Background: an optimization exercise with open tools, aiming at small area, a short achievable clock period and few clock cycles. Do not read the settings as production practice. Only simulation tests tie the RTL to the original design; equivalence was not proved. No driver is modelled on the clock port, so clock power and skew are understated where the tree is cut down; a real chip needs a root buffer or a tree. Power figures rest on the tool's default switching activity, not on a simulated workload.

==> flow/design.v (excerpt) <==
module fact_machine_wrapper(
    input logic rst, go, clk,
    input logic [31:0] n,
    output logic [31:0] result,
    output logic done
    );
    logic        busy;        
    logic [5:0]  code;        
    logic [31:0] table_out;   
    assign table_out[0] = (code == 6'd0) | (code == 6'd1);
    assign table_out[1] = (code == 6'd2) | (code == 6'd3);
    assign table_out[2] = (code == 6'd3);
    assign table_out[3] = (code == 6'd4) | (code == 6'd5);
    assign table_out[4] = (code == 6'd4) | (code == 6'd5) | (code == 6'd6) | (code == 6'd7);
    assign table_out[5] = (code == 6'd5) | (code == 6'd7);
    assign table_out[6] = (code == 6'd5) | (code == 6'd6);
    assign table_out[7] = (code == 6'd6) | (code == 6'd7) | (code == 6'd8) | (code == 6'd9);
    assign table_out[8] = (code == 6'd7) | (code == 6'd8) | (code == 6'd9) | (code == 6'd10) | (code == 6'd11);
    assign table_out[9] = (code == 6'd6) | (code == 6'd7) | (code == 6'd10);
    assign table_out[10] = (code == 6'd8) | (code == 6'd10) | (code == 6'd11) | (code == 6'd12) | (code == 6'd13);
    assign table_out[11] = (code == 6'd8) | (code == 6'd9) | (code == 6'd10) | (code == 6'd12) | (code == 6'd13) | (code == 6'd14) | (code == 6'd15);
    assign table_out[12] = (code == 6'd7) | (code == 6'd8) | (code == 6'd10) | (code == 6'd11) | (code == 6'd12) | (code == 6'd15);
    assign table_out[13] = (code == 6'd12) | (code == 6'd14);
    assign table_out[14] = (code == 6'd10) | (code == 6'd12) | (code == 6'd13) | (code == 6'd15);
    assign table_out[15] = (code == 6'd8) | (code == 6'd9) | (code == 6'd12) | (code == 6'd13) | (code == 6'd16) | (code == 6'd17);
    assign table_out[16] = (code == 6'd9) | (code == 6'd10) | (code == 6'd11) | (code == 6'd14) | (code == 6'd15) | (code == 6'd16) | (code == 6'd17) | (code == 6'd18) | (code == 6'd19);
    assign table_out[17] = (code == 6'd10) | (code == 6'd14) | (code == 6'd15) | (code == 6'd18);
    assign table_out[18] = (code == 6'd9) | (code == 6'd10) | (code == 6'd12) | (code == 6'd15) | (code == 6'd16) | (code == 6'd17) | (code == 6'd20) | (code == 6'd21);
    assign table_out[19] = (code == 6'd12) | (code == 6'd13) | (code == 6'd14) | (code == 6'd17) | (code == 6'd19) | (code == 6'd22) | (code == 6'd23);
  ...
clock: 5.0 ns
lec_check: 0
abc_area: 1
cap_margin: 20
core_margin: 2
core_utilization: 25
setup_slack_margin: 3.2
slew_margin: 20
standard.sh (not shown) runs the stock make flow with config.mk's settings and CLKGATE_MAP_FILE= SYNTH_SCRIPT=/design/flow/synth_recipe.tcl, a recipe that flattens the netlist after the stock synthesis.
==> flow/flow/run.sh <==
#!/bin/bash
# The standard layout, with two changes:
#  - the combinational logic of the standard synthesis is re-synthesised for
#    area (flow/resyn.tcl, ABC script flow/resyn.scr); flip-flops are kept as
#    the standard synthesis made them;
#  - each port's buffer is a plain buf_1.
# Each tool's output goes to a log of its own in this folder.
set -euo pipefail
W=$(pwd)
R=$W/orfs/results/sky130hd/fact_machine_wrapper/base
export BUFFER_PORTS_ARGS="-buffer_cell sky130_fd_sc_hd__buf_1"
bash standard.sh $R/1_2_yosys.v > standard_synth.log 2>&1
cp $R/1_2_yosys.v $W/standard_1_2_yosys.v
YOSYS=${YOSYS_EXE:-$(dirname "$FLOW_HOME")/tools/install/yosys/bin/yosys}
LIB=$FLOW_HOME/platforms/sky130hd/lib/sky130_fd_sc_hd__tt_025C_1v80.lib \
IN=$W/standard_1_2_yosys.v OUT=$W/resyn.v TOP=$FLOW_TOP ABCSCRIPT=$W/flow/resyn.scr \
  $YOSYS -c $W/flow/resyn.tcl > resyn.log 2>&1
cp $W/resyn.v $R/1_2_yosys.v
bash standard.sh > standard.log 2>&1
==> flow/flow/resyn.scr <==
strash
collapse
sop
fx
strash
balance -l
 resub -K 6 -l
 rewrite -l
 resub -K 6 -N 2 -l
 refactor -l
 resub -K 8 -l
 balance -l
 resub -K 8 -N 2 -l
 rewrite -l
 resub -K 10 -l
 rewrite -z -l
 resub -K 10 -N 2 -l
 balance -l
 resub -K 12 -l
 refactor -z -l
 resub -K 12 -N 2 -l
 rewrite -z -l
 balance -l
&get -n
&st
&if -g -K 6
&synch2
&if -g -K 6
&synch2
&put
dch -f
map -D 700
topo
stime -p
==> flow/flow/resyn.tcl <==
# Re-synthesise the combinational logic of the standard synthesis netlist for
# area, keeping every flip-flop instance (name, cell type, connections).
yosys -import
set lib $::env(LIB)
read_liberty -ignore_miss_func -ignore_miss_dir $lib
read_verilog $::env(IN)
hierarchy -top $::env(TOP)
set ffs {}
foreach c [split [string trim [exec grep -oE {sky130_fd_sc_hd__[a-z0-9_]+} $::env(IN)]] "\n"] {
  if {[regexp {__(e?dfxtp|dfrtp|dfstp|dfbbp|sdf|dlx|dlrtp|edfxbp|dfxbp)} $c] && [lsearch $ffs $c] < 0} { lappend ffs $c }
}
puts "flip-flop cells kept: $ffs"
setattr -mod -set keep_hierarchy 1 {*}$ffs
flatten
foreach m $ffs { blackbox $m }
opt_clean -purge
abc -liberty $lib -script $::env(ABCSCRIPT)
read_liberty -lib -nooverwrite $lib
splitnets
opt_clean -purge
hilomap -singleton -hicell sky130_fd_sc_hd__conb_1 HI -locell sky130_fd_sc_hd__conb_1 LO
insbuf -buf sky130_fd_sc_hd__buf_4 A X
yosys rename -hide w:*.*
opt_clean -purge
tee -o $::env(OUT).stat stat -liberty $lib
check -assert -mapped
write_verilog -noattr -nohex -nodec $::env(OUT)
Testbench counts at the start, summed over its fixed seeds: cycles 960.
Edit:
--- a/flow/flow/resyn.scr
+++ b/flow/flow/resyn.scr
@@ -23,12 +23,3 @@
  balance -l
-&get -n
-&st
-&if -g -K 6
-&synch2
-&if -g -K 6
-&synch2
-&put
 dch -f
-map -D 700
-topo
-stime -p
+map -a
Outcome: Total power decreases by roughly a tenth. Sequential power barely changes. Cell count shrinks by roughly a tenth. Area after synthesis is lower by a few percent. Routed wire length decreases by roughly a tenth. Setup slack got worse by 0.15 ns. Fmax drops by a little under a tenth. Utilization came out lower by 1.9 points. Die area fell by a few percent. Via count decreases by about a fifth. Synthesized cell count fell by a little under a tenth.
Edit:
==> flow/flow/run.sh (replaced) <==
#!/bin/bash
# The standard layout, with a plain buf_1 as each port's buffer.
set -euo pipefail
export BUFFER_PORTS_ARGS="-buffer_cell sky130_fd_sc_hd__buf_1"
bash standard.sh > standard.log 2>&1
SETUP_SLACK_MARGIN = not set   (was 3.2)
removed: flow/flow/resyn.scr
removed: flow/flow/resyn.tcl
Outcome: Via count rises by 16%. Setup slack improved by 0.14 ns. Design area rises by 7.8%. Non-clock buffer count falls by 3. Power rises by 1.2%. Die area rises by 14%. Synthesized area rises by 15%. Global-route usage rises by 0.47 points. Clock skew stays flat. Wire length rises by 17%. Clock power hardly moves.
Edit:
==> flow/flow/run.sh (replaced) <==
#!/bin/bash
# The standard layout, with two changes:
#  - the combinational logic of the standard synthesis is re-synthesised for
#    area (flow/resyn.tcl, ABC script flow/resyn.scr); flip-flops are kept as
#    the standard synthesis made them;
#  - each port's buffer is a plain buf_1.
# Each tool's output goes to a log of its own in this folder.
set -euo pipefail
W=$(pwd)
R=$W/orfs/results/sky130hd/fact_machine_wrapper/base
export BUFFER_PORTS_ARGS="-buffer_cell sky130_fd_sc_hd__buf_1"
bash standard.sh $R/1_2_yosys.v > standard_synth.log 2>&1
cp $R/1_2_yosys.v $W/standard_1_2_yosys.v
YOSYS=${YOSYS_EXE:-$(dirname "$FLOW_HOME")/tools/install/yosys/bin/yosys}
LIB=$FLOW_HOME/platforms/sky130hd/lib/sky130_fd_sc_hd__tt_025C_1v80.lib \
IN=$W/standard_1_2_yosys.v OUT=$W/resyn.v TOP=$FLOW_TOP ABCSCRIPT=$W/flow/resyn.scr \
  $YOSYS -c $W/flow/resyn.tcl > resyn.log 2>&1
cp $W/resyn.v $R/1_2_yosys.v
bash standard.sh > standard.log 2>&1
==> flow/flow/resyn.scr (new file) <==
strash
collapse
sop
fx
strash
balance -l
 resub -K 6 -l
 rewrite -l
 resub -K 6 -N 2 -l
 refactor -l
 resub -K 8 -l
 balance -l
 resub -K 8 -N 2 -l
 rewrite -l
 resub -K 10 -l
 rewrite -z -l
 resub -K 10 -N 2 -l
 balance -l
 resub -K 12 -l
 refactor -z -l
 resub -K 12 -N 2 -l
 rewrite -z -l
 balance -l
dch -f
map -a
==> flow/flow/resyn.tcl (new file) <==
# Re-synthesise the combinational logic of the standard synthesis netlist for
# area, keeping every flip-flop instance (name, cell type, connections).
yosys -import
set lib $::env(LIB)
read_liberty -ignore_miss_func -ignore_miss_dir $lib
read_verilog $::env(IN)
hierarchy -top $::env(TOP)
set ffs {}
foreach c [split [string trim [exec grep -oE {sky130_fd_sc_hd__[a-z0-9_]+} $::env(IN)]] "\n"] {
  if {[regexp {__(e?dfxtp|dfrtp|dfstp|dfbbp|sdf|dlx|dlrtp|edfxbp|dfxbp)} $c] && [lsearch $ffs $c] < 0} { lappend ffs $c }
}
puts "flip-flop cells kept: $ffs"
setattr -mod -set keep_hierarchy 1 {*}$ffs
flatten
foreach m $ffs { blackbox $m }
opt_clean -purge
abc -liberty $lib -script $::env(ABCSCRIPT)
read_liberty -lib -nooverwrite $lib
splitnets
opt_clean -purge
hilomap -singleton -hicell sky130_fd_sc_hd__conb_1 HI -locell sky130_fd_sc_hd__conb_1 LO
insbuf -buf sky130_fd_sc_hd__buf_4 A X
yosys rename -hide w:*.*
opt_clean -purge
tee -o $::env(OUT).stat stat -liberty $lib
check -assert -mapped
write_verilog -noattr -nohex -nodec $::env(OUT)
ABC_AREA = not set   (was 1)
=> The new run completed with no timing, DRC or antenna violations. Power rises by 1.1%. Final cell count decreases by 17%. Clock power rises by about 7%. Area after synthesis is lower by 14%. Register-to-register slack degrades by 0.64 ns. Die area drops by 13%. Flip-flop and latch count is unchanged. Critical path depth grows by 11. Global-route usage went down by 0.49 points. Setup slack loses 0.63 ns.
Edit:
==> flow/flow/run.sh (replaced) <==
#!/bin/bash
# The standard layout, with a plain buf_1 as each port's buffer.
set -euo pipefail
export BUFFER_PORTS_ARGS="-buffer_cell sky130_fd_sc_hd__buf_1"
bash standard.sh > standard.log 2>&1
ABC_AREA = 1   (was not set)
SETUP_SLACK_MARGIN = 3.3   (was not set)
removed: flow/flow/resyn.scr
removed: flow/flow/resyn.tcl
After rerunning: Total power grows by 2.7%. Wire length climbs by 26%. Final area grows by 20%.

========
## P
fact_machine_wrapper, a different RTL version from the one above (not shown whole).
Size in the first run: roughly 190 cells after synthesis, about 68 I/O pins, about 1500 um2 of cells after synthesis.
Settings: LEC_CHECK=0, ABC_AREA=1, CAP_MARGIN=20, CORE_MARGIN=2, CORE_UTILIZATION=25, SETUP_SLACK_MARGIN=3.35, SLEW_MARGIN=20; clock period 5.0 ns.
==> flow/flow/run.sh <==
#!/bin/bash
# The standard layout (standard.sh), with these changes:
#  - each port's buffer is a plain buf_1;
#  - after the standard synthesis, flow/fastor.py rebuilds the wide OR of the
#    operand bits that feeds the code registers as a fast NOR2/NAND tree
#    (it checks the function by simulation and touches no register);
#  - after CTS, the clock tree is replaced by three clock buffers on the
#    clock port, each driving a third of the registers (flow/onebuf.tcl), so
#    every register's clock passes through one buffer of the same kind.
# Each tool's output goes to a log of its own in this folder.
set -euo pipefail
W=$(pwd)
R=$W/orfs/results/sky130hd/fact_machine_wrapper/base
LIB=$FLOW_HOME/platforms/sky130hd/lib/sky130_fd_sc_hd__tt_025C_1v80.lib
export BUFFER_PORTS_ARGS="-buffer_cell sky130_fd_sc_hd__buf_1"
bash standard.sh $R/1_2_yosys.v > standard_synth.log 2>&1
cp $R/1_2_yosys.v $W/standard_1_2_yosys.v
python3 $W/flow/fastor.py $LIB $W/standard_1_2_yosys.v $W/fastor.v > fastor.log 2>&1
cp $W/fastor.v $R/1_2_yosys.v
bash standard.sh $R/4_cts.odb > standard_to_cts.log 2>&1
IN_ODB=$R/4_cts.odb OUT_ODB=$R/4_cts.odb CLK_NBUF=3 CLK_BUF=sky130_fd_sc_hd__clkbuf_8 CLK_PORT=clk \
PLATFORM_DIR=$FLOW_HOME/platforms/sky130hd \
  openroad -no_init -exit $W/flow/onebuf.tcl > onebuf.log 2>&1
bash standard.sh > standard.log 2>&1
Other scripts of this flow, unchanged in this note and not shown: flow/flow/fastor.py, flow/flow/onebuf.tcl
P completed every stage of the flow, and the final layout passed the timing, DRC and antenna checks.
Testbench counts of P, summed over its fixed seeds: cycles 960.
Changes in Q relative to P:
--- a/flow/config.mk
+++ b/flow/config.mk
@@ -12 +11,0 @@
-export SETUP_SLACK_MARGIN = 3.35
Notes after the runs:
- P has completed all stages; timing, DRC and antenna checks passed.
- Q went all the way through synthesis, placement and routing and the layout is clean on timing, DRC and antenna.
- Setup WNS P -> Q: worse
- Changes observed in Q relative to P: maximum vdd ir drop rose by 0.0000045 V, area taken by flip-flops and latches decreased 8.8 um2, number of gates given a new drive strength after cts fell 45.
- Critical path startpoint = done$_SDFF_PP0_: P; critical path startpoint = code[0]$_DFFE_PP_: Q
- Q against P: utilization lower, clock skew closely matched the old numbers.
Here is what was changed in the inputs of R compared with Q.
--- a/flow/config.mk
+++ b/flow/config.mk
@@ -11 +11,2 @@
-export CORE_UTILIZATION = 25
+export CORE_UTILIZATION = 40
+export SETUP_SLACK_MARGIN = 3.15
Notes after the runs:
The lower via total after detailed routing of Q and R is in Q. Taking Q as the reference, in R non-clock inverter total of the final layout did not really move; final critical-path share of the clock period went down 2.5 points.
Relative to R, the following input files were edited for S:
--- a/flow/config.mk
+++ b/flow/config.mk
@@ -11,2 +11,2 @@
-export CORE_UTILIZATION = 40
-export SETUP_SLACK_MARGIN = 3.15
+export CORE_UTILIZATION = 25
+export SETUP_SLACK_MARGIN = 3.25
==> run notes <==
[diff] reg2reg setup slack, S relative to R: improvement. The post-layout instance count excluding filler cells in S sits 26 above the value recorded for R. Delta(total wire length after detailed routing, S - R) > 0. Compared with R, S degrades power after layout.
[inputs] T vs S
--- a/flow/config.mk
+++ b/flow/config.mk
@@ -11 +11 @@
-export CORE_UTILIZATION = 25
+export CORE_UTILIZATION = 40
Findings:
Placed instance area (lower): T
As far as depth of the worst register-to-register path goes, T and S are indistinguishable; the numbers are identical.
Final estimated routing congestion in global placement in T is about 7% higher than in S
Result: PASS for each of T and S
T ended up with a lower length of routed met3 wiring than S did.
Against S, T comes in 1.4 points higher on sequential share of cell area.
No run of this note takes its clock network from TritonCTS; it comes from the design's own scripts or RTL.

========
RTL: one of the versions met above, not the one the previous note started from.
Size: roughly 240 cells after synthesis, about 68 I/O pins.
clock: 5.0 ns
lec_check: 0
abc_area: 1
cap_margin: 20
core_margin: 2
core_utilization: 40
setup_slack_margin: 3.25
slew_margin: 20
==> flow/flow/run.sh <==
#!/bin/bash
# The standard layout (standard.sh), with these changes:
#  - each port's buffer is a plain buf_1;
#  - if flow/resyn.scr exists, the combinational logic of the standard
#    synthesis is re-synthesised with that ABC script (flow/resyn.tcl);
#    flip-flops are kept exactly as the standard synthesis made them;
#  - after CTS, the clock tree is replaced by three clock buffers on the
#    clock port, each driving a third of the registers (flow/onebuf.tcl), so
#    every register's clock passes through one buffer of the same kind.
# Each tool's output goes to a log of its own in this folder.
set -euo pipefail
W=$(pwd)
R=$W/orfs/results/sky130hd/fact_machine_wrapper/base
export BUFFER_PORTS_ARGS="-buffer_cell sky130_fd_sc_hd__buf_1"
if [[ -f $W/flow/resyn.scr ]]; then
  bash standard.sh $R/1_2_yosys.v > standard_synth.log 2>&1
  cp $R/1_2_yosys.v $W/standard_1_2_yosys.v
  YOSYS=${YOSYS_EXE:-$(dirname "$FLOW_HOME")/tools/install/yosys/bin/yosys}
  LIB=$FLOW_HOME/platforms/sky130hd/lib/sky130_fd_sc_hd__tt_025C_1v80.lib \
  IN=$W/standard_1_2_yosys.v OUT=$W/resyn.v TOP=$FLOW_TOP ABCSCRIPT=$W/flow/resyn.scr \
    $YOSYS -c $W/flow/resyn.tcl > resyn.log 2>&1
  cp $W/resyn.v $R/1_2_yosys.v
fi
bash standard.sh $R/4_cts.odb > standard_to_cts.log 2>&1
IN_ODB=$R/4_cts.odb OUT_ODB=$R/4_cts.odb CLK_NBUF=3 CLK_BUF=sky130_fd_sc_hd__clkbuf_8 CLK_PORT=clk \
PLATFORM_DIR=$FLOW_HOME/platforms/sky130hd \
  openroad -no_init -exit $W/flow/onebuf.tcl > onebuf.log 2>&1
bash standard.sh > standard.log 2>&1
==> flow/flow/onebuf.tcl <==
# Replace the clock tree that CTS built by CLK_NBUF clock buffers (cell
# CLK_BUF) that the clock port drives, each driving an equal share of the
# registers, grouped by position. Every register's clock then passes through
# exactly one buffer of the same kind. CTS's dummy loads are removed.
read_db $::env(IN_ODB)
set block [ord::get_db_block]
set buf_master [[ord::get_db] findMaster $::env(CLK_BUF)]
set clk_net [$block findNet $::env(CLK_PORT)]
set root ""
foreach it [$clk_net getITerms] {
  if {[$it isInputSignal]} { set root [$it getInst] }
}
if {$root eq ""} { error "no buffer on the clock port" }
set root_out ""
foreach it [$root getITerms] { if {[$it isOutputSignal]} { set root_out [$it getNet] } }
# collect every clock buffer below the root, level by level
set todo [list $root_out]
set sinks {}
set dead_insts {}
set dead_nets {}
while {[llength $todo]} {
  set net [lindex $todo 0]; set todo [lrange $todo 1 end]
  foreach it [$net getITerms] {
    if {![$it isInputSignal]} continue
    set inst [$it getInst]
    set m [[$inst getMaster] getName]
    if {[string match "sky130_fd_sc_hd__clkbuf_*" $m] || [string match "sky130_fd_sc_hd__buf_*" $m]} {
      lappend dead_insts $inst
      foreach o [$inst getITerms] {
        if {![$o isOutputSignal]} continue
        set onet [$o getNet]
        if {$onet eq "NULL" || $onet eq ""} continue
        lappend todo $onet
        lappend dead_nets $onet
      }
    } elseif {[$it getMTerm] ne "" && [[$it getMTerm] getName] eq "CLK"} {
      lappend sinks $it
    } else {
      # a dummy load CTS added for balancing: its output drives nothing
      foreach o [$inst getITerms] {
        if {![$o isOutputSignal]} continue
        set onet [$o getNet]
        if {$onet eq "NULL" || $onet eq ""} continue
        if {[llength [$onet getITerms]] > 1 || [llength [$onet getBTerms]] > 0} { error "clock sink [$inst getName] drives logic" }
        lappend dead_nets $onet
      }
      lappend dead_insts $inst
    }
  }
}
puts "clock sinks: [llength $sinks], buffers removed: [llength $dead_insts]"
foreach it $sinks { $it disconnect }
foreach inst $dead_insts { odb::dbInst_destroy $inst }
foreach net $dead_nets { odb::dbNet_destroy $net }
odb::dbInst_destroy $root
odb::dbNet_destroy $root_out
# split the sinks into K groups of equal size by position (slices across the
# wider side of their bounding box), each driven by one buffer on the port
set K $::env(CLK_NBUF)
set pts {}
set x0 1e18; set x1 -1e18; set y0 1e18; set y1 -1e18
foreach it $sinks {
  set b [[$it getInst] getBBox]
  set x [expr {([$b xMin] + [$b xMax]) / 2}]; set y [expr {([$b yMin] + [$b yMax]) / 2}]
  lappend pts [list $it $x $y]
  set x0 [expr {min($x0, $x)}]; set x1 [expr {max($x1, $x)}]; set y0 [expr {min($y0, $y)}]; set y1 [expr {max($y1, $y)}]
}
set key [expr {($x1 - $x0) >= ($y1 - $y0) ? 1 : 2}]
set pts [lsort -integer -index $key $pts]
set n [llength $pts]
for {set g 0} {$g < $K} {incr g} {
  set lo [expr {$g * $n / $K}]; set hi [expr {($g + 1) * $n / $K - 1}]
  set grp [lrange $pts $lo $hi]
  set net [odb::dbNet_create $block "clknet_$g"]
  $net setSigType CLOCK
  set inst [odb::dbInst_create $block $buf_master "clkbuf_$g"]
  [$inst findITerm A] connect $clk_net
  [$inst findITerm X] connect $net
  [$inst findITerm VPWR] connect [$block findNet VDD]
  [$inst findITerm VGND] connect [$block findNet VSS]
  [$inst findITerm VPB] connect [$block findNet VDD]
  [$inst findITerm VNB] connect [$block findNet VSS]
  set xs 0; set ys 0
  foreach p $grp { [lindex $p 0] connect $net; set xs [expr {$xs + [lindex $p 1]}]; set ys [expr {$ys + [lindex $p 2]}] }
  set m [llength $grp]
  $inst setLocation [expr {$xs / $m}] [expr {$ys / $m}]
  $inst setPlacementStatus PLACED
  puts "clock buffer clkbuf_$g drives $m sinks"
}
source $::env(PLATFORM_DIR)/setRC.tcl
detailed_placement
check_placement -verbose
write_db $::env(OUT_ODB)
Other scripts of this flow, unchanged in this note and not shown: flow/flow/resyn.tcl
The first run finished clean.
Testbench counts at the start, summed over its fixed seeds: cycles 960.
Then changed:
--- a/flow/config.mk
+++ b/flow/config.mk
@@ -10,4 +10,4 @@
 export CORE_MARGIN = 2
-export CORE_UTILIZATION = 40
-export SETUP_SLACK_MARGIN = 3.25
+export CORE_UTILIZATION = 25
+export SETUP_SLACK_MARGIN = 3.4
 export SLEW_MARGIN = 20
Core utilization is lower by 16 points.
Routed wire length rises by 14%.
Total power went up by 3.9%.
Register-to-register slack improves by 50 ps.
Critical path depth does not change.
Then changed:
--- a/flow/flow/run.sh
+++ b/flow/flow/run.sh
@@ -24,3 +24,3 @@
 bash standard.sh $R/4_cts.odb > standard_to_cts.log 2>&1
-IN_ODB=$R/4_cts.odb OUT_ODB=$R/4_cts.odb CLK_NBUF=3 CLK_BUF=sky130_fd_sc_hd__clkbuf_8 CLK_PORT=clk \
+IN_ODB=$R/4_cts.odb OUT_ODB=$R/4_cts.odb CLK_NBUF=2 CLK_BUF=sky130_fd_sc_hd__clkbuf_16 CLK_PORT=clk \
 PLATFORM_DIR=$FLOW_HOME/platforms/sky130hd \
--- a/flow/config.mk
+++ b/flow/config.mk
@@ -11,3 +11,3 @@
 export CORE_UTILIZATION = 25
-export SETUP_SLACK_MARGIN = 3.4
+export SETUP_SLACK_MARGIN = 3.25
 export SLEW_MARGIN = 20
=> Core utilization goes down by 2.5 points; critical path depth is unchanged; final area decreases by 7.0%; global-route usage climbs by 0.12 points; via count hardly moves; area after synthesis does not change.
Then changed:
--- a/flow/flow/run.sh
+++ b/flow/flow/run.sh
@@ -24,3 +24,3 @@
 bash standard.sh $R/4_cts.odb > standard_to_cts.log 2>&1
-IN_ODB=$R/4_cts.odb OUT_ODB=$R/4_cts.odb CLK_NBUF=2 CLK_BUF=sky130_fd_sc_hd__clkbuf_16 CLK_PORT=clk \
+IN_ODB=$R/4_cts.odb OUT_ODB=$R/4_cts.odb CLK_NBUF=3 CLK_BUF=sky130_fd_sc_hd__clkbuf_8 CLK_PORT=clk \
 PLATFORM_DIR=$FLOW_HOME/platforms/sky130hd \
--- a/flow/config.mk
+++ b/flow/config.mk
@@ -7,3 +7,3 @@
 export LEC_CHECK = 0
-export ABC_AREA = 1
+export ABC_AREA = 0
 export CAP_MARGIN = 20
Result: Wire length increases by 6.9%; worst setup slack is worse by 480 ps; power increases by 1.8%; cell area increases by 8.8%; via count increases by 1.8%; utilization decreases by 0.69 points; clock power decreases by about 10%; sequential power barely changes; critical path depth decreases by 1.
No run of this note takes its clock network from TritonCTS; it comes from the design's own scripts or RTL.

==> static timing again, ports no longer ideal <==
No port has a modelled driver above. Below, the same layouts with a new extraction and two added sets of constraints.
Step 1: set_driving_cell puts a clkbuf_16 on clk and a buf_2 on each other input, an assumption about the parent block.
Step 2 times the ports against the registers' clock, not the clock port: input delays grow and output delays shrink by t, the midpoint of the rising clock arrivals with the driver on.
a / b / c = ideal / step 1 / step 2; a / b = the first two.
| run | t, ns | setup WS [ns] | worst setup path after step 2 |
|---|---|---|---|
| the first run of note 1 | 0.316 | 3.236 / 3.209 / 2.955 | input to register |
| the second run of note 1 | 0.308 | 3.081 / 3.085 / 2.777 | input to register |
| the third run of note 1 | 0.317 | 3.219 / 3.191 / 3.046 | input to register |
| the fourth run of note 1 | 0.315 | 2.592 / 2.592 / 2.428 | input to register |
| the fifth run of note 1 | 0.324 | 3.263 / 3.236 / 3.156 | input to register |
| P | 0.192 | 3.393 / 3.346 / 3.256 | input to register |
| Q | 0.189 | 3.174 / 3.174 / 3.174 | register to register |
| R | 0.183 | 3.301 / 3.301 / 3.253 | input to register |
| S | 0.189 | 3.379 / 3.335 / 3.228 | input to register |
| T | 0.186 | 3.392 / 3.349 / 3.255 | input to register |
| the first run of note 3 | 0.188 | 3.349 / 3.342 / 3.187 | input to register |
| the second run of note 3 | 0.188 | 3.347 / 3.367 / 3.184 | input to register |
| the third run of note 3 | 0.191 | 3.362 / 3.325 / 3.200 | input to register |
| the fourth run of note 3 | 0.186 | 2.881 / 2.905 / 2.719 | input to register |
After both steps every run listed still meets setup and hold. For the second run of note 1, which loses most, drivers alone change the setup slack by +0.004 ns; drivers and shift together by -0.304 ns.
